This design comes from an exercise in tuning for small area on the open sky130 flow, not from production work.
RTL that was checked went through simulation tests only; none was proved equivalent to the original.
Only the layout flow was run in run 1; the RTL was not checked for function there.

==> flow/design.v (outline; a module is shown in full before it is edited, if it fits) <==
// module foc_svpwm: 906 lines
// module fa: 10 lines
// module rca: 16 lines
// module cmuln: 18 lines
// module cmuli: 21 lines
module foc_svpwm (
        input clk,
        input rst,
        input [17:0] theta,
        input theta_valid,
        output [47:0] comp1,
        output [47:0] comp2,
        output comp_valid
    );
  // ...
==> flow/run.sh <==
#!/bin/bash
# synth_recipe.tcl (not shown) runs the flow's synth.tcl, then flattens the netlist and writes it again
# the make line also repeats each setting of config.mk as NAME=value (left out here)
make -C /OpenROAD-flow-scripts/flow DESIGN_CONFIG=/design/flow/config.mk WORK_HOME=/design/flow/orfs CLKGATE_MAP_FILE= SYNTH_SCRIPT=/design/flow/synth_recipe.tcl finish
==> flow/config.mk <==
export PLATFORM = sky130hd
export DESIGN_NAME = foc_svpwm
export DESIGN_NICKNAME = foc_svpwm
export VERILOG_FILES = /design/flow/design.v
export SDC_FILE = /design/flow/constraint.sdc
export NUM_CORES = 4
export LEC_CHECK = 0
export ABC_AREA = 1
export CAP_MARGIN = 20
export CORE_MARGIN = 2
export CORE_UTILIZATION = 75
export CTS_BUF_LIST = sky130_fd_sc_hd__clkbuf_4 sky130_fd_sc_hd__clkbuf_8
export CTS_CLUSTER_DIAMETER = 50
export CTS_CLUSTER_SIZE = 16
export SLEW_MARGIN = 20
==> flow/constraint.sdc <==
create_clock -name core_clock -period 10.0 [get_ports {clk}]
set_input_delay 2.0000 -clock core_clock [delete_from_list [all_inputs] [get_ports {clk}]]
set_output_delay 2.0000 -clock core_clock [all_outputs]
set_load 0.01 [all_outputs]
==> notes.md, run 1 <==
crit path DAT=roughly 9.9 ns; multiplexer area fraction after synthesis=0.00139; Slew Limit Headroom=0.316; #FFs+latches synth=~450; die height=206 um; Tot GR Track Use=0.321; 1st-pass router iterations=7; Crit Reg-Reg Endpoint=r3_x10_5$_DFF_P_; worst slack, placed=~0.75 ns; Synth Area per Inst=10.3 um^2; final hold slack=0.322 ns; GP Congestion=0.923; Finished Cell Area=about 33000 um^2; initial antenna violation count=0; die area=roughly 42000 um^2; Setup crit start=r2_u7$_DFF_P_; M1 wire length=between 20000 and 25000 um; reg-to-reg setup timing slack=0.66 ns; crit path to=r3_x10_5$_DFF_P_; diode count=0; vias in the first global route=21600; Top FF cell, synth=dfxtp_1; count leader, synth=inv_1; Wirelength per Cell=17.7 um; GR Overflow Total=0; Synth top area share=0.330; DIE WIDTH=about 210 um; Worst Path Required=10.54 ns; status=finished clean; bufs w/o clock=109; CP Depth=26; Adder-Cell Fraction of Synth Area=0.408; Post-Place Cells=3548
==> inputs of run 2 (changes only) <==
--- a/flow/design.v
+++ b/flow/design.v
@@ -848,60 +848,255 @@
         r8_y16_16 <= w_y16_16;
         r8_zz <= w_zz;
     end
     wire [15:0] alS = {r8_y16_16, r8_y16_15, r8_y16_14, r8_y16_13, r8_y16_12, r8_y16_11, r8_y16_10, r8_y16_9, r8_y16_8, r8_y16_7, r8_y16_6, r8_y16_5, r8_y16_4, r8_y16_3, r8_y16_2, r8_y16_1};
     wire [7:0] bxS = {r8_x16_16, r8_x16_15, r8_x16_14, r8_x16_13, r8_x16_12, r8_x16_11, r8_x16_10, r8_x16_9};
     wire zzS = r8_zz;
     wire qF = r8_q;
     wire [7:0] beS;
-    rca #(8) abe (bxS ^ {8{qF}}, 8'd0, qF & zzS, beS);
+    wire [7:0] abe_a = bxS ^ {8{qF}};
+    wire [7:0] abe_b = 8'd0;
+    wire [8:0] abe_c;
+    assign abe_c[0] = qF & zzS;
+    genvar abe_j;
+    generate
+        for (abe_j = 0; abe_j < 8; abe_j = abe_j + 1) begin : abe_bit
+            assign beS[abe_j] = abe_a[abe_j] ^ abe_b[abe_j] ^ abe_c[abe_j];
+            assign abe_c[abe_j+1] = (abe_a[abe_j] & abe_b[abe_j]) | (abe_c[abe_j] & (abe_a[abe_j] ^ abe_b[abe_j]));
+        end
+    endgenerate
     wire [15:0] b = {{8{beS[7]}}, beS};
     wire [15:0] mt1, mt2, m;
-    rca #(16) am1 ({b[7:0], 8'd0}, ~{b[10:0], 5'd0}, 1'b1, mt1);
-    rca #(16) am2 (mt1, ~{b[13:0], 2'd0}, 1'b1, mt2);
-    rca #(16) am3 (mt2, b, 1'b0, m);
+    wire [15:0] am1_a = {b[7:0], 8'd0};
+    wire [15:0] am1_b = ~{b[10:0], 5'd0};
+    wire [16:0] am1_c;
+    assign am1_c[0] = 1'b1;
+    genvar am1_j;
+    generate
+        for (am1_j = 0; am1_j < 16; am1_j = am1_j + 1) begin : am1_bit
+            assign mt1[am1_j] = am1_a[am1_j] ^ am1_b[am1_j] ^ am1_c[am1_j];
+            assign am1_c[am1_j+1] = (am1_a[am1_j] & am1_b[am1_j]) | (am1_c[am1_j] & (am1_a[am1_j] ^ am1_b[am1_j]));
+        end
+    endgenerate
+    wire [15:0] am2_a = mt1;
+    wire [15:0] am2_b = ~{b[13:0], 2'd0};
+    wire [16:0] am2_c;
+    assign am2_c[0] = 1'b1;
+    genvar am2_j;
+    generate
+        for (am2_j = 0; am2_j < 16; am2_j = am2_j + 1) begin : am2_bit
+            assign mt2[am2_j] = am2_a[am2_j] ^ am2_b[am2_j] ^ am2_c[am2_j];
+            assign am2_c[am2_j+1] = (am2_a[am2_j] & am2_b[am2_j]) | (am2_c[am2_j] & (am2_a[am2_j] ^ am2_b[am2_j]));
+        end
+    endgenerate
+    wire [15:0] am3_a = mt2;
+    wire [15:0] am3_b = b;
+    wire [16:0] am3_c;
+    assign am3_c[0] = 1'b0;
+    genvar am3_j;
+    generate
+        for (am3_j = 0; am3_j < 16; am3_j = am3_j + 1) begin : am3_bit
+            assign m[am3_j] = am3_a[am3_j] ^ am3_b[am3_j] ^ am3_c[am3_j];
+            assign am3_c[am3_j+1] = (am3_a[am3_j] & am3_b[am3_j]) | (am3_c[am3_j] & (am3_a[am3_j] ^ am3_b[am3_j]));
+        end
+    endgenerate
     wire [15:0] a = alS;
     wire [16:0] a3;
-    rca #(17) aa3 ({a[15], a}, {a, 1'b0}, a[15], a3);
+    wire [16:0] aa3_a = {a[15], a};
+    wire [16:0] aa3_b = {a, 1'b0};
+    wire [17:0] aa3_c;
+    assign aa3_c[0] = a[15];
+    genvar aa3_j;
+    generate
+        for (aa3_j = 0; aa3_j < 17; aa3_j = aa3_j + 1) begin : aa3_bit
+            assign a3[aa3_j] = aa3_a[aa3_j] ^ aa3_b[aa3_j] ^ aa3_c[aa3_j];
+            assign aa3_c[aa3_j+1] = (aa3_a[aa3_j] & aa3_b[aa3_j]) | (aa3_c[aa3_j] & (aa3_a[aa3_j] ^ aa3_b[aa3_j]));
+        end
+    endgenerate
     wire [15:0] g = a3[16:1];
     reg [15:0] gS, mS;
     always @(posedge clk) begin gS <= g; mS <= m; end
     wire [15:0] m3S, s1, s2, gm3, gp3;
-    rca #(16) am4 (mS, {mS[14:0], 1'b0}, 1'b0, m3S);
-    rca #(16) as1 (gS, mS, 1'b0, s1);          
-    rca #(16) as2 (gS, ~mS, 1'b1, s2);         
-    rca #(16) ag1 (m3S, ~gS, 1'b1, gm3);       
-    rca #(16) ag2 (gS, m3S, 1'b0, gp3);        
+    wire [15:0] am4_a = mS;
+    wire [15:0] am4_b = {mS[14:0], 1'b0};
+    wire [16:0] am4_c;
+    assign am4_c[0] = 1'b0;
+    genvar am4_j;
+    generate
+        for (am4_j = 0; am4_j < 16; am4_j = am4_j + 1) begin : am4_bit
+            assign m3S[am4_j] = am4_a[am4_j] ^ am4_b[am4_j] ^ am4_c[am4_j];
+            assign am4_c[am4_j+1] = (am4_a[am4_j] & am4_b[am4_j]) | (am4_c[am4_j] & (am4_a[am4_j] ^ am4_b[am4_j]));
+        end
+    endgenerate
+    wire [15:0] as1_a = gS;
+    wire [15:0] as1_b = mS;
+    wire [16:0] as1_c;
+    assign as1_c[0] = 1'b0;
+    genvar as1_j;
+    generate
+        for (as1_j = 0; as1_j < 16; as1_j = as1_j + 1) begin : as1_bit
+            assign s1[as1_j] = as1_a[as1_j] ^ as1_b[as1_j] ^ as1_c[as1_j];
+            assign as1_c[as1_j+1] = (as1_a[as1_j] & as1_b[as1_j]) | (as1_c[as1_j] & (as1_a[as1_j] ^ as1_b[as1_j]));
+        end
+    endgenerate
+    wire [15:0] as2_a = gS;
+    wire [15:0] as2_b = ~mS;
+    wire [16:0] as2_c;
+    assign as2_c[0] = 1'b1;
+    genvar as2_j;
+    generate
+        for (as2_j = 0; as2_j < 16; as2_j = as2_j + 1) begin : as2_bit
+            assign s2[as2_j] = as2_a[as2_j] ^ as2_b[as2_j] ^ as2_c[as2_j];
+            assign as2_c[as2_j+1] = (as2_a[as2_j] & as2_b[as2_j]) | (as2_c[as2_j] & (as2_a[as2_j] ^ as2_b[as2_j]));
+        end
+    endgenerate
+    wire [15:0] ag1_a = m3S;
+    wire [15:0] ag1_b = ~gS;
+    wire [16:0] ag1_c;
+    assign ag1_c[0] = 1'b1;
+    genvar ag1_j;
+    generate
+        for (ag1_j = 0; ag1_j < 16; ag1_j = ag1_j + 1) begin : ag1_bit
+            assign gm3[ag1_j] = ag1_a[ag1_j] ^ ag1_b[ag1_j] ^ ag1_c[ag1_j];
+            assign ag1_c[ag1_j+1] = (ag1_a[ag1_j] & ag1_b[ag1_j]) | (ag1_c[ag1_j] & (ag1_a[ag1_j] ^ ag1_b[ag1_j]));
+        end
+    endgenerate
+    wire [15:0] ag2_a = gS;
+    wire [15:0] ag2_b = m3S;
+    wire [16:0] ag2_c;
+    assign ag2_c[0] = 1'b0;
+    genvar ag2_j;
+    generate
+        for (ag2_j = 0; ag2_j < 16; ag2_j = ag2_j + 1) begin : ag2_bit
+            assign gp3[ag2_j] = ag2_a[ag2_j] ^ ag2_b[ag2_j] ^ ag2_c[ag2_j];
+            assign ag2_c[ag2_j+1] = (ag2_a[ag2_j] & ag2_b[ag2_j]) | (ag2_c[ag2_j] & (ag2_a[ag2_j] ^ ag2_b[ag2_j]));
+        end
+    endgenerate
     wire amid = s2[15] ^ s1[15];
     wire bmid = ~amid & ~(s2[15] ^ mS[15]);
     reg [15:0] sS, nwS;
     reg amidS, bmidS;
     always @(posedge clk) begin
         sS <= amid ? {mS[14:0], 1'b0} : bmid ? s1 : s2;
         nwS <= amid ? {gS[14:0], 1'b0} : bmid ? gm3 : ~gp3;
         amidS <= amid; bmidS <= bmid;
     end
     wire cmidS = ~amidS & ~bmidS;
     wire [11:0] yn, ym;
-    cmuln ms (sS, 1'b0, yn);
-    cmuli mm (nwS, cmidS, ym);
+    wire [15:0] ms_w = sS;
+    wire ms_inc = 1'b0;
+    wire ms_unused = 1'b0;
+    wire [11:0] ms_c;
+    wire [15:0] ms_wo = ms_w ^ 16'h8000;
+    wire [26:0] ms_p0 = {1'b1, ms_wo, 5'd0, 5'b11111};
+    wire [26:0] ms_p1 = {3'd0, ms_wo, 8'd0};
+    wire [26:0] ms_p2 = {6'd0, ~ms_wo, 5'd0};
+    wire [26:0] ms_p3 = {1'b0, 5'b11111, 4'd0, 1'b1, ms_wo};
+    wire [26:0] ms_sa = ms_p0 ^ ms_p1 ^ ms_p2;
+    wire [26:0] ms_ca = {(ms_p0[25:0] & ms_p1[25:0]) | (ms_p0[25:0] & ms_p2[25:0]) | (ms_p1[25:0] & ms_p2[25:0]), 1'b0};
+    wire [26:0] ms_sb = ms_sa ^ ms_ca ^ ms_p3;
+    wire [26:0] ms_cb = {(ms_sa[25:0] & ms_ca[25:0]) | (ms_sa[25:0] & ms_p3[25:0]) | (ms_ca[25:0] & ms_p3[25:0]), 1'b0};
+    wire [26:0] ms_t;
+    wire [26:0] ms_af_a = ms_sb;
+    wire [26:0] ms_af_b = ms_cb;
+    wire [27:0] ms_af_c;
+    assign ms_af_c[0] = 1'b0;
+    genvar ms_af_j;
+    generate
+        for (ms_af_j = 0; ms_af_j < 27; ms_af_j = ms_af_j + 1) begin : ms_af_bit
+            assign ms_t[ms_af_j] = ms_af_a[ms_af_j] ^ ms_af_b[ms_af_j] ^ ms_af_c[ms_af_j];
+            assign ms_af_c[ms_af_j+1] = (ms_af_a[ms_af_j] & ms_af_b[ms_af_j]) | (ms_af_c[ms_af_j] & (ms_af_a[ms_af_j] ^ ms_af_b[ms_af_j]));
+        end
+    endgenerate
+    assign ms_c = ms_t[26:15];
+    assign yn = ms_c;
+    wire [15:0] mm_w = nwS;
+    wire mm_inc = cmidS;
+    wire mm_unused = 1'b0;
+    wire [11:0] mm_c;
+    wire [15:0] mm_wo = mm_w ^ 16'h8000;
+    wire [26:0] mm_p0 = {1'b0, mm_wo, 10'd0};
+    wire [26:0] mm_p1 = {3'd0, mm_wo, 8'd0};
+    wire [26:0] mm_p2 = {6'd0, ~mm_wo, 5'd0};
+    wire [26:0] mm_p3 = {11'd0, mm_wo};
+    wire [26:0] mm_k = mm_inc ? 27'd132187392 : 27'd132186143;
+    wire [26:0] mm_sa = mm_p0 ^ mm_p1 ^ mm_p2;
+    wire [26:0] mm_ca = {(mm_p0[25:0] & mm_p1[25:0]) | (mm_p0[25:0] & mm_p2[25:0]) | (mm_p1[25:0] & mm_p2[25:0]), 1'b0};
+    wire [26:0] mm_sb = mm_sa ^ mm_ca ^ mm_p3;
+    wire [26:0] mm_cb = {(mm_sa[25:0] & mm_ca[25:0]) | (mm_sa[25:0] & mm_p3[25:0]) | (mm_ca[25:0] & mm_p3[25:0]), 1'b0};
+    wire [26:0] mm_sc = mm_sb ^ mm_cb ^ mm_k;
+    wire [26:0] mm_cc = {(mm_sb[25:0] & mm_cb[25:0]) | (mm_sb[25:0] & mm_k[25:0]) | (mm_cb[25:0] & mm_k[25:0]), 1'b0};
+    wire [26:0] mm_t;
+    wire [26:0] mm_af_a = mm_sc;
+    wire [26:0] mm_af_b = mm_cc;
+    wire [27:0] mm_af_c;
+    assign mm_af_c[0] = 1'b0;
+    genvar mm_af_j;
+    generate
+        for (mm_af_j = 0; mm_af_j < 27; mm_af_j = mm_af_j + 1) begin : mm_af_bit
+            assign mm_t[mm_af_j] = mm_af_a[mm_af_j] ^ mm_af_b[mm_af_j] ^ mm_af_c[mm_af_j];
+            assign mm_af_c[mm_af_j+1] = (mm_af_a[mm_af_j] & mm_af_b[mm_af_j]) | (mm_af_c[mm_af_j] & (mm_af_a[mm_af_j] ^ mm_af_b[mm_af_j]));
+        end
+    endgenerate
+    assign mm_c = mm_t[26:15];
+    assign ym = mm_c;
     reg [11:0] ynS, ymS;
     reg amidT, bmidT;
     always @(posedge clk) begin ynS <= yn; ymS <= ym; amidT <= amidS; bmidT <= bmidS; end
     wire cmidT = ~amidT & ~bmidT;
     wire [11:0] yp;
-    rca #(12) ayp (12'd2501, ~ynS, 1'b1, yp);
+    wire [11:0] ayp_a = 12'd2501;
+    wire [11:0] ayp_b = ~ynS;
+    wire [12:0] ayp_c;
+    assign ayp_c[0] = 1'b1;
+    genvar ayp_j;
+    generate
+        for (ayp_j = 0; ayp_j < 12; ayp_j = ayp_j + 1) begin : ayp_bit
+            assign yp[ayp_j] = ayp_a[ayp_j] ^ ayp_b[ayp_j] ^ ayp_c[ayp_j];
+            assign ayp_c[ayp_j+1] = (ayp_a[ayp_j] & ayp_b[ayp_j]) | (ayp_c[ayp_j] & (ayp_a[ayp_j] ^ ayp_b[ayp_j]));
+        end
+    endgenerate
     wire [11:0] cu = amidT ? ymS : ynS;
     wire [11:0] cv = amidT ? ynS : bmidT ? ymS : yp;
     wire [11:0] cw = cmidT ? ymS : yp;
     wire [12:0] du, dv, dw;
-    rca #(13) adu (13'd4998, ~{1'b0, cu}, 1'b1, du);
-    rca #(13) adv (13'd4998, ~{1'b0, cv}, 1'b1, dv);
-    rca #(13) adw (13'd4998, ~{1'b0, cw}, 1'b1, dw);
+    wire [12:0] adu_a = 13'd4998;
+    wire [12:0] adu_b = ~{1'b0, cu};
+    wire [13:0] adu_c;
+    assign adu_c[0] = 1'b1;
+    genvar adu_j;
+    generate
+        for (adu_j = 0; adu_j < 13; adu_j = adu_j + 1) begin : adu_bit
+            assign du[adu_j] = adu_a[adu_j] ^ adu_b[adu_j] ^ adu_c[adu_j];
+            assign adu_c[adu_j+1] = (adu_a[adu_j] & adu_b[adu_j]) | (adu_c[adu_j] & (adu_a[adu_j] ^ adu_b[adu_j]));
+        end
+    endgenerate
+    wire [12:0] adv_a = 13'd4998;
+    wire [12:0] adv_b = ~{1'b0, cv};
+    wire [13:0] adv_c;
+    assign adv_c[0] = 1'b1;
+    genvar adv_j;
+    generate
+        for (adv_j = 0; adv_j < 13; adv_j = adv_j + 1) begin : adv_bit
+            assign dv[adv_j] = adv_a[adv_j] ^ adv_b[adv_j] ^ adv_c[adv_j];
+            assign adv_c[adv_j+1] = (adv_a[adv_j] & adv_b[adv_j]) | (adv_c[adv_j] & (adv_a[adv_j] ^ adv_b[adv_j]));
+        end
+    endgenerate
+    wire [12:0] adw_a = 13'd4998;
+    wire [12:0] adw_b = ~{1'b0, cw};
+    wire [13:0] adw_c;
+    assign adw_c[0] = 1'b1;
+    genvar adw_j;
+    generate
+        for (adw_j = 0; adw_j < 13; adw_j = adw_j + 1) begin : adw_bit
+            assign dw[adw_j] = adw_a[adw_j] ^ adw_b[adw_j] ^ adw_c[adw_j];
+            assign adw_c[adw_j+1] = (adw_a[adw_j] & adw_b[adw_j]) | (adw_c[adw_j] & (adw_a[adw_j] ^ adw_b[adw_j]));
+        end
+    endgenerate
     assign comp1 = {4'd0, cu, 4'd0, cv, 4'd0, cw};
     assign comp2 = {3'd0, du, 3'd0, dv, 3'd0, dw};
     reg [11:0] vS;
     always @(posedge clk or posedge rst)
         if (rst) vS <= 12'd0;
         else vS <= {vS[10:0], theta_valid};
     assign comp_valid = vS[11];
 endmodule
@@ -910,63 +1105,8 @@
         input b,
         input c,
         output s,
         output co
     );
     assign s = a ^ b ^ c;
     assign co = (a & b) | (c & (a ^ b));
 endmodule
-module rca #(parameter W = 8) (
-        input [W-1:0] a,
-        input [W-1:0] b,
-        input ci,
-        output [W-1:0] s
-    );
-    wire [W:0] c;
-    assign c[0] = ci;
-    genvar j;
-    generate
-        for (j = 0; j < W; j = j + 1) begin : bit_
-            assign s[j] = a[j] ^ b[j] ^ c[j];
-            assign c[j+1] = (a[j] & b[j]) | (c[j] & (a[j] ^ b[j]));
-        end
-    endgenerate
-endmodule
-module cmuln (
-        input [15:0] w,
-        input unused,
-        output [11:0] c
-    );
-    wire [15:0] wo = w ^ 16'h8000;
-    wire [26:0] p0 = {1'b1, wo, 5'd0, 5'b11111};
-    wire [26:0] p1 = {3'd0, wo, 8'd0};
-    wire [26:0] p2 = {6'd0, ~wo, 5'd0};
-    wire [26:0] p3 = {1'b0, 5'b11111, 4'd0, 1'b1, wo};
-    wire [26:0] sa = p0 ^ p1 ^ p2;
-    wire [26:0] ca = {(p0[25:0] & p1[25:0]) | (p0[25:0] & p2[25:0]) | (p1[25:0] & p2[25:0]), 1'b0};
-    wire [26:0] sb = sa ^ ca ^ p3;
-    wire [26:0] cb = {(sa[25:0] & ca[25:0]) | (sa[25:0] & p3[25:0]) | (ca[25:0] & p3[25:0]), 1'b0};
-    wire [26:0] t;
-    rca #(27) af (sb, cb, 1'b0, t);
-    assign c = t[26:15];
-endmodule
-module cmuli (
-        input [15:0] w,
-        input inc,
-        output [11:0] c
-    );
-    wire [15:0] wo = w ^ 16'h8000;
-    wire [26:0] p0 = {1'b0, wo, 10'd0};
-    wire [26:0] p1 = {3'd0, wo, 8'd0};
-    wire [26:0] p2 = {6'd0, ~wo, 5'd0};
-    wire [26:0] p3 = {11'd0, wo};
-    wire [26:0] k = inc ? 27'd132187392 : 27'd132186143;
-    wire [26:0] sa = p0 ^ p1 ^ p2;
-    wire [26:0] ca = {(p0[25:0] & p1[25:0]) | (p0[25:0] & p2[25:0]) | (p1[25:0] & p2[25:0]), 1'b0};
-    wire [26:0] sb = sa ^ ca ^ p3;
-    wire [26:0] cb = {(sa[25:0] & ca[25:0]) | (sa[25:0] & p3[25:0]) | (ca[25:0] & p3[25:0]), 1'b0};
-    wire [26:0] sc = sb ^ cb ^ k;
-    wire [26:0] cc = {(sb[25:0] & cb[25:0]) | (sb[25:0] & k[25:0]) | (cb[25:0] & k[25:0]), 1'b0};
-    wire [26:0] t;
-    rca #(27) af (sc, cc, 1'b0, t);
-    assign c = t[26:15];
-endmodule
--- a/flow/config.mk
+++ b/flow/config.mk
@@ -8,8 +8,10 @@
 export ABC_AREA = 1
 export CAP_MARGIN = 20
 export CORE_MARGIN = 2
 export CORE_UTILIZATION = 75
 export CTS_BUF_LIST = sky130_fd_sc_hd__clkbuf_4 sky130_fd_sc_hd__clkbuf_8
 export CTS_CLUSTER_DIAMETER = 50
 export CTS_CLUSTER_SIZE = 16
 export SLEW_MARGIN = 20
+export SYNTH_HIERARCHICAL = 1
+export SYNTH_MINIMUM_KEEP_SIZE = 0
==> run 2 against run 1 <==
Net effect: sequential share of layout area is 0.60 points higher; non-clock buffer count up 14; highest routed layer unchanged; critical endpoint is now r5_y13_6$_DFF_P_; synthesized cell count fell by 12%; clock skew grew 0.055 ns; setup slack worse by 0.16 ns; area after synthesis shrank 2.7%; via count fell by 5.3%; utilization rose by 0.49 points.
==> notes.md, run 2 <==
RSZ-0062 raised after global routing=no (unchanged); die height=203 um (was 206 um); crit-path max FO=12 (was 7); delay of the slowest critical-path stage=0.68 ns (was 0.81 ns); #FFs+latches synth=452 (unchanged); Crit-path slowest cell=fa_1 (was xor2_1); M1 wire length=24100 um (was 23200 um); hold violation count in the final report=0 (unchanged); reg2reg path depth=21 (was 26); core area=39500 um^2 (was 40600 um^2); Syn Inst Count=2608 (was 2972); Setup Viol. Count Final=0 (unchanged); vias in the first global route=20900 (was 21600); postcts setup bufs=0 (unchanged); post-cts hold buffer count=0 (unchanged); post-route ant nets=0 (unchanged); synthesis-to-layout area growth=8.39% (was 7.77%); maximum number of pins on one net before global-route repair=33 (was 57); fmax=0.105 GHz (was 0.107 GHz); commonest non-fill, non-tap cells in the layout=fa_1 (550), dfxtp_1 (440), inv_1 (413), nand2_1 (285), ha_1 (188) (was inv_1 (736), fa_1 (505), dfxtp_1 (440), nand2_1 (300), ha_1 (191)); hold crit path type=reg -> reg (unchanged); Tot GR Track Use=0.337 (was 0.321); leading area contributor after synthesis=fa_1 (unchanged); Post-Syn Area=29800 um^2 (was 30600 um^2); CP Cell Sequence=xnor2_1 > fa_1 > fa_1 > fa_1 > xor2_2 > fa_1 > fa_1 > fa_1 > fa_1 > fa_1 > fa_1 > fa_1 > fa_1 > fa_1 > fa_1 > fa_1 > fa_1 > xnor2_1 > fa_1 > fa_1 > fa_1; Resized cells post-CTS=0 (unchanged); DRT Wirelength=66400 um (was 64200 um); period utilization=0.950 (was 0.934); post-layout min period=9.50 ns (was 9.34 ns); synth unique cells=59 (was 58); Ys Warns=7 (was 1); DIE WIDTH=203 um (was 206 um); max-cap viol count=0 (unchanged); 1st-pass router iterations=8 (was 7); CTS Buf Count=44 (was 43); status=finished clean (unchanged); clock sink count=452 (unchanged); hpwl dp=52600 um (was 50200 um); CP Capture Type=flip-flop (unchanged); Slew Limit Headroom=0.326 (was 0.316); Post-synth EDFFs=0 (unchanged); most common cell after layout, fill and taps aside=fa_1 (was inv_1); Setup TNS Final=0 ns (unchanged); clock slew at reported path FFs=0.10 ns (about the same); Top Ports=118 (unchanged); synth top area cells=fa_1 (37%), dfxtp_1 (30%), ha_1 (7.9%), inv_1 (5.2%), nand2_1 (3.6%) (was fa_1 (33%), dfxtp_1 (29%), inv_1 (9.0%), ha_1 (7.8%), xor2_1 (3.9%)); CTS max path bufs=3 (unchanged); CP top delay family=adder cells (unchanged); H-tree levels=2 (unchanged); Async S/R FF share, synth=0.0265 (unchanged); WP buf/inv=0 (was 5); actual slew at the worst max-slew pin=1.01 ns (was 1.02 ns); GR Overflow Total=0 (unchanged); layout cells sized above 1=0.0604 (was 0.0443); Worst Path Required=10.52 ns (was 10.54 ns); Nets=3477 (was 3778); Setup crit start kind=flip-flop (unchanged); Hold Path Depth=0 (unchanged); DR WL met2=36300 um (was 35100 um); clk root buf=clkbuf_8 (unchanged); Synth Area per Inst=11.4 um^2 (was 10.3 um^2); IO Port Bufs=96 (unchanged); crit path kind=reg -> reg (unchanged); GP Congestion=0.899 (was 0.923); Finished Cell Area=32300 um^2 (was 33000 um^2); Final Max Slew Viols=0 (unchanged); Top FF cell, synth=dfxtp_1 (unchanged); via count=18200 (was 19200); most used cell along the critical path=fa_1 (unchanged); crit path DAT=10.02 ns (was 9.88 ns); Fillers=2068 (was 2319); starting density of the core=0.755 (about the same); number of DRC markers in iteration 0=1145 (was 1079); CP Depth=21 (was 26); post-synthesis sequential area ratio=0.306 (was 0.298); Wirelength per Cell=20.3 um (was 17.7 um); met3 wire len=2890 um (was 2570 um); Post-synth top cells=fa_1 (550), dfxtp_1 (440), inv_1 (413), nand2_1 (285), ha_1 (188) (was inv_1 (736), fa_1 (505), dfxtp_1 (440), nand2_1 (300), ha_1 (191)); Top Layer Used=met4 (unchanged); count leader, synth=fa_1 (was inv_1); worst skew pair latency=0.66 ns (was 0.65 ns); first-pass GRT wire length=107000 um (was 105000 um); Synth top area share=0.369 (was 0.330); number of cell rows=73 (was 74); via/cell ratio=5.55 (was 5.30); Worst Skew=0.0768 ns (was 0.0214 ns); diode count=0 (unchanged); TritonCTS clock tree=done (unchanged); die area=41300 um^2 (was 42500 um^2); Post-route DRC=0 (unchanged); dpl cell area=31300 um^2 (was 32000 um^2); initial antenna violation count=1 (was 0)
run 2: worst paths after layout:
path                                   startpoint               end  slack, ns
min in group asynchronous                     rst   vS[8]$_DFF_PP0_       1.69
worst min register to register     r1_u15$_DFF_P_    r2_u15$_DFF_P_       0.27
worst max register to register  r4_x10_16$_DFF_P_  r5_y13_6$_DFF_P_       0.50
worst max-delay path            r4_x10_16$_DFF_P_  r5_y13_6$_DFF_P_       0.50
max in group asynchronous                     rst   vS[0]$_DFF_PP0_       8.00
worst min-delay path               r1_u15$_DFF_P_    r2_u15$_DFF_P_       0.27
run 2: per-layer routing:
layer,vias up,global-route usage
met5,-,0
met4,0,0.152
met3,231,0.0473
met2,586,0.623
met1,9213,0.390
li1,8137,-
run 2: kinds of logic (layout without fill, tap and decap cells):
group	Yosys count	in the layout	synth area share
and+or+nand+nor	448	448	0.0641
muxes	2	2	0.00109
other	1	23	0.000126
DFF	452	452	0.306
AOI/OAI and AO/OA	247	247	0.0493
xor gates and xnor gates	212	212	0.0626
buffers and inverters	508	625	0.0688
adders and majority gates	738	738	0.448
run 2: cell type report:
cell class	instances	area [um^2]	area share
Clock buffer	55	732	0.0227
Clock inverter	20	248	0.00767
Inverter	427	1600	0.0496
Multi-Input combinational cell	1670	18800	0.582
Sequential cell	452	9110	0.282
Tap cell	525	657	0.0203
Timing Repair Buffer	123	1160	0.0360
run 2: Yosys stat by module, one instance, submodules excluded:
module | flip-flops and latches | cells inside
foc_svpwm | 452 | 2234
fa | 0 | 1
run 2: per-stage QoR:
step | setup slack [ns] | hold slack (ns) | instances | utilization
after floorplan | 0.725 | 0.310 | 2630 | -
after global placement | 0.996 | 0.310 | 3197 | 0.793
after detailed placement | 0.654 | 0.312 | 3197 | 0.793
after CTS | 0.595 | 0.276 | 3272 | 0.818
after global routing | 0.211 | 0.288 | 3272 | 0.819
final | 0.497 | 0.273 | 3272 | 0.819
==> inputs of run 3 (changes only) <==
--- a/flow/config.mk
+++ b/flow/config.mk
@@ -5,11 +5,10 @@
 export SDC_FILE = /design/flow/constraint.sdc
 export NUM_CORES = 4
 export LEC_CHECK = 0
-export ABC_AREA = 1
 export CAP_MARGIN = 20
 export CORE_MARGIN = 2
 export CORE_UTILIZATION = 75
-export CTS_BUF_LIST = sky130_fd_sc_hd__clkbuf_4 sky130_fd_sc_hd__clkbuf_8
+export CTS_BUF_LIST = sky130_fd_sc_hd__clkbuf_8
 export CTS_CLUSTER_DIAMETER = 50
 export CTS_CLUSTER_SIZE = 16
 export SLEW_MARGIN = 20
==> run 3 against run 2 <==
Net effect: critical endpoint is now r2_x8_6$_DFF_P_; still clean on timing, DRC and antenna; critical path depth unchanged; highest routed layer unchanged; wire length down 5.4%; design area down 0.59%; area after synthesis down 0.32%; global-route usage down 0.94 points; register-to-register slack better by 0.09 ns; via count down 3.6%.
==> notes.md, run 3 <==
post-cts hold buffer count=0 (unchanged); Nets=3310 (was 3477); Worst Skew=0.0654 ns (was 0.0768 ns); fmax=0.106 GHz (was 0.105 GHz); Post-route DRC=0 (unchanged); Hold Path Depth=0 (unchanged); Syn Inst Count=2456 (was 2608); actual slew at the worst max-slew pin=0.998 ns (was 1.01 ns); hold violation count in the final report=0 (unchanged); Finished Cell Area=32100 um^2 (was 32300 um^2); clk root buf=clkbuf_8 (unchanged); IO Port Bufs=96 (unchanged); die height=203 um (about the same); CP Cell Sequence=xor2_1 > fa_1 > fa_1 > fa_1 > fa_1 > fa_1 > fa_1 > fa_1 > fa_1 > fa_1 > fa_1 > fa_1 > fa_1 > fa_1 > xnor2_1 > fa_1 > xor2_1 > fa_1 > fa_1 > fa_1 > fa_1 (was xnor2_1 > fa_1 > fa_1 > fa_1 > xor2_2 > fa_1 > fa_1 > fa_1 > fa_1 > fa_1 > fa_1 > fa_1 > fa_1 > fa_1 > fa_1 > fa_1 > fa_1 > xnor2_1 > fa_1 > fa_1 > fa_1); count leader, synth=fa_1 (unchanged); Synth Area per Inst=12.1 um^2 (was 11.4 um^2); Slew Limit Headroom=0.331 (was 0.326); Setup crit start kind=flip-flop (unchanged); CTS Buf Count=43 (was 44); maximum number of pins on one net before global-route repair=55 (was 33); Resized cells post-CTS=0 (unchanged); clock slew at reported path FFs=0.09 ns (was 0.10 ns); number of cell rows=72 (was 73); most common cell after layout, fill and taps aside=fa_1 (unchanged); commonest non-fill, non-tap cells in the layout=fa_1 (550), dfxtp_1 (440), inv_1 (327), ha_1 (188), nand2_1 (134) (was fa_1 (550), dfxtp_1 (440), inv_1 (413), nand2_1 (285), ha_1 (188)); worst reg2reg path startpoint=r1_y5_9$_DFF_P_ (was r4_x10_16$_DFF_P_); main combinational cell family by area after synthesis=adder cells (unchanged); Top FF cell, synth=dfxtp_1 (unchanged); dpl cell area=31200 um^2 (was 31300 um^2); synth unique cells=86 (was 59); DRT Wirelength=62900 um (was 66400 um); hold crit path type=reg -> reg (unchanged); Setup WS post-layout=0.583 ns (was 0.497 ns); Wirelength per Cell=20.3 um (about the same); sequential cell area=9110 um^2 (unchanged); Setup Viol. Count Final=0 (unchanged); Crit-path slowest cell=xnor2_1 (was fa_1); Async S/R FF share, synth=0.0265 (unchanged); via/cell ratio=5.66 (was 5.55); H-tree levels=2 (unchanged); Fillers=2140 (was 2068); Worst Path Required=10.53 ns (was 10.52 ns); WP buf/inv=0 (unchanged); crit path kind=reg -> reg (unchanged); diode count=0 (unchanged); met3 GRT Util=0.0393 (was 0.0473); number of DRC markers in iteration 0=1036 (was 1145); met2 usage=0.597 (was 0.623); worst skew pair latency=0.65 ns (was 0.66 ns); post-layout min period=9.42 ns (was 9.50 ns); Post-synth top cells=fa_1 (550), dfxtp_1 (440), inv_1 (322), ha_1 (188), nand2_1 (134) (was fa_1 (550), dfxtp_1 (440), inv_1 (413), nand2_1 (285), ha_1 (188)); crit path DAT=9.94 ns (was 10.02 ns); min-delay src=r1_u12$_DFF_P_ (was r1_u15$_DFF_P_); reg-to-reg setup timing slack=0.58 ns (was 0.50 ns); post-synthesis sequential area ratio=0.307 (was 0.306); Synth top area share=0.371 (was 0.369); area of the multi-input gates=19000 um^2 (was 18800 um^2); Adder-Cell Fraction of Synth Area=0.450 (was 0.448); GR Overflow Total=0 (unchanged); hold path endpoint=r2_u12$_DFF_P_ (was r2_u15$_DFF_P_); worst slack, placed=0.625 ns (was 0.654 ns); Post-Synth Simple-Gate Area=0.0439 (was 0.0641); crit-path max FO=6 (was 12); CTS max path bufs=3 (unchanged); via count=17500 (was 18200); #FFs+latches synth=452 (unchanged); period utilization=0.942 (was 0.950); Top Ports=118 (unchanged); leading area contributor after synthesis=fa_1 (unchanged); grt met1 use=0.395 (was 0.390); die area=41200 um^2 (was 41300 um^2); starting density of the core=0.765 (was 0.755); DIE WIDTH=203 um (about the same); vias in the first global route=19600 (was 20900); hpwl dp=50900 um (was 52600 um); CP top delay family=adder cells (unchanged); Post-Syn Area=29700 um^2 (was 29800 um^2); post-route ant nets=0 (unchanged); max-cap viol count=0 (unchanged); synth top area cells=fa_1 (37%), dfxtp_1 (30%), ha_1 (7.9%), inv_1 (4.1%), xnor2_1 (3.6%) (was fa_1 (37%), dfxtp_1 (30%), ha_1 (7.9%), inv_1 (5.2%), nand2_1 (3.6%)); TritonCTS clock tree=done (unchanged); postcts setup bufs=0 (unchanged); GP Congestion=0.907 (was 0.899); initial antenna violation count=0 (was 1); Ys Warns=7 (unchanged); Synth Area in XOR/XNOR=0.0628 (was 0.0626); Post-synth EDFFs=0 (unchanged); Crit Reg-Reg Endpoint=r2_x8_6$_DFF_P_ (was r5_y13_6$_DFF_P_); Synth Area in Compound Gates=0.0663 (was 0.0493); clock sink count=452 (unchanged); most used cell along the critical path=fa_1 (unchanged); layer with the highest usage=met2 (unchanged); synthesis-to-layout area growth=8.10% (was 8.39%); Tot GR Track Use=0.328 (was 0.337); 1st-pass router iterations=5 (was 8); final hold slack=0.304 ns (was 0.273 ns); Post-Place Cells=3024 (was 3197); fin cells=3095 (was 3272); Setup TNS Final=0 ns (unchanged); delay of the slowest critical-path stage=0.79 ns (was 0.68 ns); Final Max Slew Viols=0 (unchanged); reg2reg path depth=21 (unchanged); layout cells sized above 1=0.0559 (was 0.0604); RSZ-0062 raised after global routing=no (unchanged); multiplexer area fraction after synthesis=0.0118 (was 0.00109); first-pass GRT wire length=103000 um (was 107000 um); CP Capture Type=flip-flop (unchanged); core area=38800 um^2 (was 39500 um^2); status=finished clean (unchanged)
[run 3: cell count changes after synthesis, moves of 17 or more]
| cell | previous run | this run |
|---|---|---|
| a21oi_1 | 50 | 73 |
| o211ai_1 | 33 | 7 |
| inv_1 | 413 | 322 |
| nand2_1 | 285 | 134 |
| nand3_1 | 39 | 9 |
| o21ai_0 | 100 | 117 |
| xnor2_1 | 91 | 123 |
| xor2_1 | 120 | 90 |
[run 3: per-module statistics from Yosys (local to each module, per instance)]
module / times used / cells inside / flops+latches / area (um^2)
foc_svpwm: 1 / 2082 / 452 / 22200
fa: 374 / 1 / 0 / 20.0
[run 3: metrics by stage]
stage           util
2_1_floorplan      -
5_1_grt        0.827
6_report       0.827
4_1_cts        0.827
3_5_place_dp   0.803
3_3_place_gp   0.803
[run 3: area by class of cell]
class                      count  share of cell area
clock inverter                27             0.00955
multi-input combinational   1603               0.593
timing repair buffer         127              0.0372
tap                          518              0.0202
clock buffer                  44              0.0189
inverter                     324              0.0379
sequential                   452               0.284
[run 3: worst max-delay path by stage]
stage               cells past startpoint           endpoint              start
finish                                 21    r2_x8_6$_DFF_P_    r1_y5_9$_DFF_P_
detailed placement                     21   r5_y13_6$_DFF_P_     r4_u11$_DFF_P_
floorplan                              23    r2_x8_6$_DFF_P_      r1_u5$_DFF_P_
CTS                                    21    r2_x8_6$_DFF_P_    r1_y5_9$_DFF_P_
global placement                       22  r7_x15_15$_DFF_P_  r6_x13_16$_DFF_P_
global route                           21   r5_y13_6$_DFF_P_  r4_x10_16$_DFF_P_
[run 3: cells by family (layout without fill, tap and decap cells)]
group	after synthesis	in the layout
other	1	23
AOI/OAI and AO/OA	308	308
buffers and inverters	423	522
DFF	452	452
xor gates and xnor gates	213	213
and+or+nand+nor	292	292
muxes	29	29
adders and majority gates	738	738
[run 3: worst reg2reg max path: cells and delay by family, from the launching register on]
family / cells / cell delay [ns]
adders and majority gates: 18 / 7.79
xor gates and xnor gates: 3 / 1.15
DFF: 1 / 0.35
[run 3: per-layer routing]
layer / share of wire / up-vias
met4: 0.045 / 0
li1: - / 7859
met3: 0.040 / 157
met5: 0 / -
met1: 0.38 / 8995
met2: 0.53 / 506
==> inputs of run 4 (changes only) <==
--- a/flow/config.mk
+++ b/flow/config.mk
@@ -9,8 +9,8 @@
 export CORE_MARGIN = 2
 export CORE_UTILIZATION = 75
 export CTS_BUF_LIST = sky130_fd_sc_hd__clkbuf_8
-export CTS_CLUSTER_DIAMETER = 50
-export CTS_CLUSTER_SIZE = 16
+export CTS_CLUSTER_DIAMETER = 55
+export CTS_CLUSTER_SIZE = 18
 export SLEW_MARGIN = 20
 export SYNTH_HIERARCHICAL = 1
 export SYNTH_MINIMUM_KEEP_SIZE = 0
==> run 4 against run 3 <==
Net effect: sequential share of layout area increased by 0.072 points; critical path depth unchanged; utilization down 0.21 points; setup slack lost 0.27 ns; clock skew shrank 0.018 ns; register-to-register slack worse by 0.27 ns; fmax is 2.8% lower; wire length is 3.8% higher; largest cell class unchanged.
==> notes.md, run 4 <==
Hold Path Depth=0 (unchanged); die height=203 um (unchanged); RSZ-0062 raised after global routing=no (unchanged); hold violation count in the final report=0 (unchanged); fmax=0.103 GHz (was 0.106 GHz); Ys Warns=7 (unchanged); most used cell along the critical path=fa_1 (unchanged); post-synthesis sequential area ratio=0.307 (unchanged); clock slew at reported path FFs=0.11 ns (was 0.09 ns); worst slack, placed=0.625 ns (unchanged); WP buf/inv=0 (unchanged); via count=17500 (about the same); Worst Skew=0.0478 ns (was 0.0654 ns); IO Port Bufs=96 (unchanged); Crit-path slowest cell=fa_2 (was xnor2_1); synth top area cells=fa_1 (37%), dfxtp_1 (30%), ha_1 (7.9%), inv_1 (4.1%), xnor2_1 (3.6%) (unchanged); clk root buf=clkbuf_8 (unchanged); vias in the first global route=19700 (was 19600); crit-path max FO=12 (was 6); number of DRC markers in iteration 0=1034 (was 1036); Fillers=2157 (was 2140); CP Capture Type=flip-flop (unchanged); final hold slack=0.325 ns (was 0.304 ns); Slew Limit Headroom=0.320 (was 0.331); Worst Path Required=10.52 ns (was 10.53 ns); crit path DAT=10.22 ns (was 9.94 ns); synth unique cells=86 (unchanged); hold crit path type=reg -> reg (unchanged); Synth top area share=0.371 (unchanged); Setup WS post-layout=0.309 ns (was 0.583 ns); Tot GR Track Use=0.338 (was 0.328); Post-Syn Area=29700 um^2 (unchanged); Post-Place Cells=3024 (unchanged); Final Max Slew Viols=0 (unchanged); Synth Area per Inst=12.1 um^2 (unchanged); clock sink count=452 (unchanged); synthesis-to-layout area growth=7.82% (was 8.10%); GR Overflow Total=0 (unchanged); worst reg2reg path startpoint=r4_x10_16$_DFF_P_ (was r1_y5_9$_DFF_P_); DIE WIDTH=203 um (unchanged); Top Ports=118 (unchanged); worst skew pair latency=0.65 ns (about the same); initial antenna violation count=0 (unchanged); Wirelength per Cell=21.1 um (was 20.3 um); post-layout min period=9.69 ns (was 9.42 ns); Setup Viol. Count Final=0 (unchanged); DRT Wirelength=65300 um (was 62900 um); core area=38800 um^2 (unchanged); layout cells sized above 1=0.0552 (was 0.0559); post-route ant nets=0 (unchanged); CP top delay family=adder cells (unchanged); commonest non-fill, non-tap cells in the layout=fa_1 (549), dfxtp_1 (440), inv_1 (326), ha_1 (188), nand2_1 (134) (was fa_1 (550), dfxtp_1 (440), inv_1 (327), ha_1 (188), nand2_1 (134)); via/cell ratio=5.68 (was 5.66); Post-synth top cells=fa_1 (550), dfxtp_1 (440), inv_1 (322), ha_1 (188), nand2_1 (134) (unchanged); crit path kind=reg -> reg (unchanged); reg2reg path depth=21 (unchanged); GP Congestion=0.907 (unchanged); CTS max path bufs=3 (unchanged); hold path endpoint=r6_q$_DFF_P_ (was r2_u12$_DFF_P_); #FFs+latches synth=452 (unchanged); 1st-pass router iterations=5 (unchanged); Setup TNS Final=0 ns (unchanged); H-tree levels=2 (unchanged); CTS Buf Count=38 (was 43); period utilization=0.969 (was 0.942); die area=41200 um^2 (unchanged); count leader, synth=fa_1 (unchanged); CP Cell Sequence=xnor2_1 > fa_1 > fa_1 > fa_2 > xor2_4 > fa_1 > fa_1 > fa_1 > fa_1 > fa_1 > fa_1 > fa_1 > fa_1 > fa_1 > fa_1 > fa_1 > fa_1 > xnor2_1 > fa_1 > fa_1 > fa_1 (was xor2_1 > fa_1 > fa_1 > fa_1 > fa_1 > fa_1 > fa_1 > fa_1 > fa_1 > fa_1 > fa_1 > fa_1 > fa_1 > fa_1 > xnor2_1 > fa_1 > xor2_1 > fa_1 > fa_1 > fa_1 > fa_1); maximum number of pins on one net before global-route repair=55 (unchanged); postcts setup bufs=0 (unchanged); Nets=3305 (was 3310); hpwl dp=50900 um (unchanged); leading area contributor after synthesis=fa_1 (unchanged); Top FF cell, synth=dfxtp_1 (unchanged); TritonCTS clock tree=done (unchanged); Crit Reg-Reg Endpoint=r5_y13_6$_DFF_P_ (was r2_x8_6$_DFF_P_); first-pass GRT wire length=106000 um (was 103000 um); diode count=0 (unchanged); number of cell rows=72 (unchanged); Async S/R FF share, synth=0.0265 (unchanged); delay of the slowest critical-path stage=0.75 ns (was 0.79 ns); actual slew at the worst max-slew pin=1.02 ns (was 0.998 ns); most common cell after layout, fill and taps aside=fa_1 (unchanged); max-cap viol count=0 (unchanged); min-delay src=r5_q$_DFF_P_ (was r1_u12$_DFF_P_); reg-to-reg setup timing slack=0.31 ns (was 0.58 ns); Syn Inst Count=2456 (unchanged); fin cells=3091 (was 3095); starting density of the core=0.765 (unchanged); Post-synth EDFFs=0 (unchanged); status=finished clean (unchanged); Post-route DRC=0 (unchanged); Setup crit start kind=flip-flop (unchanged); post-cts hold buffer count=0 (unchanged)
## run 4: cell types whose count changed in the layout (fill, tap and decap cells not counted), moves of 3 or more
cell | before | now
clkinv_2 | 2 | 5
inv_6 | 5 | 0
clkbuf_8 | 44 | 41
clkinvlp_4 | 1 | 5
## run 4: worst register-to-register path, cell delays in order, from the launching register on
cell,delay [ns]
dfxtp_1,0.35
xnor2_1,0.35
fa_1,0.55
fa_1,0.53
fa_2,0.76
xor2_4,0.26
fa_1,0.50
fa_1,0.40
fa_1,0.42
fa_1,0.42
fa_1,0.41
fa_1,0.41
fa_1,0.43
fa_1,0.44
fa_1,0.40
fa_1,0.40
fa_1,0.40
fa_1,0.53
xnor2_1,0.28
fa_1,0.50
fa_1,0.40
fa_1,0.44
## run 4: layer usage
metal | GRT usage | vias to the layer above | part of all wire
li1 | - | 7847 | -
met1 | 0.399 | 9038 | 0.37
met2 | 0.619 | 495 | 0.54
met3 | 0.0499 | 163 | 0.044
met4 | 0.141 | 0 | 0.046
met5 | 0 | - | 0
## run 4: per-stage QoR
stage	area (um^2)	utilization
after floorplan	29800	-
after global placement	31200	0.803
after detailed placement	31200	0.803
after CTS	32000	0.824
after global routing	32000	0.825
final	32000	0.825
## run 4: how the worst max path moves through the flow
stage / cells past startpoint / slack [ns] / endpoint / startpoint
final: 21 / 0.31 / r5_y13_6$_DFF_P_ / r4_x10_16$_DFF_P_
after floorplan: 23 / 0.72 / r2_x8_6$_DFF_P_ / r1_u5$_DFF_P_
after global routing: 21 / 0.03 / r5_y13_6$_DFF_P_ / r4_x10_16$_DFF_P_
after global placement: 22 / 1.11 / r7_x15_15$_DFF_P_ / r6_x13_16$_DFF_P_
after detailed placement: 21 / 0.63 / r5_y13_6$_DFF_P_ / r4_u11$_DFF_P_
after CTS: 21 / 0.09 / r5_y13_6$_DFF_P_ / r4_x10_16$_DFF_P_
## run 4: logic make-up (layout without fill, tap and decap cells)
family	after synthesis	after routing	synth area share
adders and majority gates	738	738	0.450
DFF	452	452	0.307
buffers and inverters	423	518	0.0584
AOI/OAI and AO/OA	308	308	0.0663
and+or+nand+nor	292	292	0.0439
xor gates and xnor gates	213	213	0.0628
muxes	29	29	0.0118
other	1	23	0.000126
## run 4: modules after synthesis (local to each module, per instance)
| module | cells inside | times used | cell area (um^2) |
|---|---|---|---|
| foc_svpwm | 2082 | 1 | 22200 |
| fa | 1 | 374 | 20.0 |
## run 4: final cells by class
| type | count | area (um^2) | share of cell area |
|---|---|---|---|
| tap | 518 | 648 | 0.0202 |
| inverter | 324 | 1220 | 0.0380 |
| timing repair buffer | 127 | 1190 | 0.0373 |
| sequential | 452 | 9110 | 0.284 |
| multi-input combinational | 1603 | 19000 | 0.595 |
| clock inverter | 26 | 253 | 0.00789 |
| clock buffer | 41 | 564 | 0.0176 |
## run 4: what timing repair did
action                                  4_1_cts  5_1_grt
endpoints found under the hold margin         0        0
pin swaps                                     0        0
endpoints found under the setup margin        1        2
resized for setup                             1        1
==> inputs of run 5 (changes only) <==
--- a/flow/config.mk
+++ b/flow/config.mk
@@ -8,9 +8,9 @@
 export CAP_MARGIN = 20
 export CORE_MARGIN = 2
 export CORE_UTILIZATION = 75
-export CTS_BUF_LIST = sky130_fd_sc_hd__clkbuf_8
-export CTS_CLUSTER_DIAMETER = 55
-export CTS_CLUSTER_SIZE = 18
+export CTS_BUF_LIST = sky130_fd_sc_hd__clkbuf_2 sky130_fd_sc_hd__clkbuf_4 sky130_fd_sc_hd__clkbuf_8
+export CTS_CLUSTER_DIAMETER = 40
+export CTS_CLUSTER_SIZE = 12
 export SLEW_MARGIN = 20
 export SYNTH_HIERARCHICAL = 1
 export SYNTH_MINIMUM_KEEP_SIZE = 0
==> run 5 against run 4 <==
Net effect: critical path depth is the same; register-to-register slack lost 0.12 ns; still clean on timing, DRC and antenna; largest cell class unchanged; first-iteration DRC count grew 8.0%; design area grew 1.4%; cell count grew 0.84%.
==> notes.md, run 5 <==
status=finished clean (unchanged); GR Overflow Total=0 (unchanged); Final Max Slew Viols=0 (unchanged); clock sink count=452 (unchanged); sequential cell area=9110 um^2 (unchanged); crit-path max FO=10 (was 12); post-layout min period=9.81 ns (was 9.69 ns); RSZ-0062 raised after global routing=no (unchanged); leading area contributor after synthesis=fa_1 (unchanged); Syn Inst Count=2456 (unchanged); hold crit path type=reg -> reg (unchanged); Util after Layout=0.836 (was 0.825); Worst Path Required=10.54 ns (was 10.52 ns); IO Port Bufs=96 (unchanged); via count=17900 (was 17500); area of the multi-input gates=19000 um^2 (about the same); first-pass GRT wire length=110000 um (was 106000 um); #FFs+latches synth=452 (unchanged); synthesis-to-layout area growth=9.29% (was 7.82%); postcts setup bufs=0 (unchanged); die area=41200 um^2 (unchanged); maximum number of pins on one net before global-route repair=55 (unchanged); Nets=3323 (was 3305); Resized cells post-CTS=0 (was 1); period utilization=0.981 (was 0.969); Post-route DRC=0 (unchanged); H-tree levels=2 (unchanged); synth top area cells=fa_1 (37%), dfxtp_1 (30%), ha_1 (7.9%), inv_1 (4.1%), xnor2_1 (3.6%) (unchanged); crit path kind=reg -> reg (unchanged); Wirelength per Cell=21.7 um (was 21.1 um); diode count=0 (unchanged); DRT Wirelength=67700 um (was 65300 um); post-synthesis sequential area ratio=0.307 (unchanged); number of cell rows=72 (unchanged); Post-synth top cells=fa_1 (550), dfxtp_1 (440), inv_1 (322), ha_1 (188), nand2_1 (134) (unchanged); fmax=0.102 GHz (was 0.103 GHz); Fillers=2021 (was 2157); Post-Syn Area=29700 um^2 (unchanged); Setup crit start kind=flip-flop (unchanged); max-cap viol count=0 (unchanged); hpwl dp=50900 um (unchanged); Setup TNS Final=0 ns (unchanged); CTS max path bufs=3 (unchanged); Top FF cell, synth=dfxtp_1 (unchanged); CTS Buf Count=56 (was 38); count leader, synth=fa_1 (unchanged); clk root buf=clkbuf_8 (unchanged); 1st-pass router iterations=5 (unchanged); Slew Limit Headroom=0.298 (was 0.320); most common cell after layout, fill and taps aside=fa_1 (unchanged); initial antenna violation count=0 (unchanged); TritonCTS clock tree=done (unchanged); number of DRC markers in iteration 0=1117 (was 1034); Synth top area share=0.371 (unchanged); hold violation count in the final report=0 (unchanged); commonest non-fill, non-tap cells in the layout=fa_1 (550), dfxtp_1 (440), inv_1 (322), ha_1 (188), nand2_1 (134) (was fa_1 (549), dfxtp_1 (440), inv_1 (326), ha_1 (188), nand2_1 (134)); Async S/R FF share, synth=0.0265 (unchanged); Synth Area per Inst=12.1 um^2 (unchanged); via/cell ratio=5.76 (was 5.68); synth unique cells=86 (unchanged); Top Ports=118 (unchanged); worst skew pair latency=0.67 ns (was 0.65 ns); Setup Viol. Count Final=0 (unchanged); Worst Skew=0.0451 ns (was 0.0478 ns); Tot GR Track Use=0.353 (was 0.338); GP Congestion=0.907 (unchanged); clock slew at reported path FFs=0.08 ns (was 0.11 ns); crit path DAT=10.35 ns (was 10.22 ns); DIE WIDTH=203 um (unchanged); post-cts hold buffer count=0 (unchanged); vias in the first global route=20300 (was 19700); CP Capture Type=flip-flop (unchanged); starting density of the core=0.765 (unchanged); layout cells sized above 1=0.0658 (was 0.0552); die height=203 um (unchanged); Post-synth EDFFs=0 (unchanged); actual slew at the worst max-slew pin=1.05 ns (was 1.02 ns); core area=38800 um^2 (unchanged); post-route ant nets=0 (unchanged); Ys Warns=7 (unchanged)
[run 5: cell counts after synthesis]
Identical to the previous run, type by type.
[run 5: cell type report]
type,count,share of cell area
clock buffers,67,0.0278
clock inverters,26,0.0112
flip-flops and latches,452,0.281
multi-input cells,1603,0.586
repair buffers,127,0.0368
well taps,518,0.0200
inverters,324,0.0375
[run 5: cells by family (layout without fill, tap and decap cells)]
family                     after synthesis  count (layout)  synth area share
buffers and inverters                  423             544            0.0584
AOI/OAI and AO/OA                      308             308            0.0663
DFF                                    452             452             0.307
adders and majority gates              738             738             0.450
and+or+nand+nor                        292             292            0.0439
other                                    1              23          0.000126
muxes                                   29              29            0.0118
xor gates and xnor gates               213             213            0.0628
[run 5: worst paths after layout]
| path | startpoint | end | slack (ns) | depth (start not counted) |
|---|---|---|---|---|
| max | r4_u11$_DFF_P_ | r5_y13_6$_DFF_P_ | 0.19 | 21 |
| min | r1_u12$_DFF_P_ | r2_u12$_DFF_P_ | 0.30 | 0 |
| max reg2reg | r4_u11$_DFF_P_ | r5_y13_6$_DFF_P_ | 0.19 | 21 |
| min reg2reg | r1_u12$_DFF_P_ | r2_u12$_DFF_P_ | 0.30 | 0 |
| max in group asynchronous | rst | vS[0]$_DFF_PP0_ | 7.99 | 2 |
| min in group asynchronous | rst | vS[11]$_DFF_PP0_ | 1.69 | 2 |
[run 5: stage by stage]
step	cell area, um^2	cells	setup slack, ns	hold slack, ns
4_1_cts	32400	3117	0.227	0.304
3_3_place_gp	31200	3024	1.11	0.310
5_1_grt	32500	3117	0.00880	0.309
6_report	32500	3117	0.193	0.304
2_1_floorplan	29800	2478	0.725	0.310
3_5_place_dp	31200	3024	0.625	0.312
[run 5: modules after synthesis, one instance, submodules excluded]
module	cell area, um^2	flops+latches
fa	20.0	0
foc_svpwm	22200	452
[run 5: routing by layer]
metal  GRT usage  vias to the layer above  wire [um]
li1            -                     7901          -
met1       0.408                     9171      24200
met2       0.643                      641      36100
met3      0.0501                      234       3610
met4       0.183                        0       3880
met5           0                        -          0
[run 5: worst max-delay path, stage by stage (launching register included)]
cell and delay, ns:
dfxtp_1 0.76, xor2_1 0.23, fa_1 0.48, fa_1 0.42, fa_1 0.44, fa_1 0.46
fa_1 0.40, fa_1 0.39, fa_1 0.41, fa_1 0.41, fa_1 0.45, fa_1 0.44
fa_1 0.43, fa_1 0.45, fa_1 0.44, fa_1 0.45, fa_1 0.41, fa_1 0.53
xnor2_1 0.29, fa_1 0.50, fa_1 0.42, fa_1 0.46

## static timing again, ports no longer ideal
The results above use ideal ports. As a check the final layouts listed here were re-extracted and re-timed, cells and wires unchanged.
Step 1 (the two cells are an assumption about what drives the block):
set clk [get_ports {clk}]
set_driving_cell -lib_cell sky130_fd_sc_hd__clkbuf_16 $clk
set_driving_cell -lib_cell sky130_fd_sc_hd__buf_2 [delete_from_list [all_inputs] $clk]
Step 2 adds t to the input delays and takes it off the output delays; t is the mean of the earliest and latest rising clock arrival at the registers after step 1. Input paths then give back, and output paths get back, about the clock's delay inside the block.
a / b / c = ideal / step 1 / step 2; a / b = the first two.
| run | t (ns) | setup WS [ns] | hold slack, ns | clock arrival spread, ns |
|---|---|---|---|---|
| run 1 | 0.690 | 0.656 / 0.656 / 0.656 | 0.322 / 0.322 / 0.322 | 0.026 / 0.026 |
| run 2 | 0.677 | 0.497 / 0.497 / 0.497 | 0.273 / 0.273 / 0.273 | 0.079 / 0.079 |
| run 3 | 0.678 | 0.583 / 0.583 / 0.583 | 0.304 / 0.304 / 0.304 | 0.067 / 0.066 |
| run 4 | 0.674 | 0.309 / 0.309 / 0.309 | 0.325 / 0.325 / 0.325 | 0.057 / 0.057 |
| run 5 | 0.702 | 0.193 / 0.193 / 0.193 | 0.304 / 0.304 / 0.304 | 0.051 / 0.051 |
After both steps every run listed still meets setup and hold.
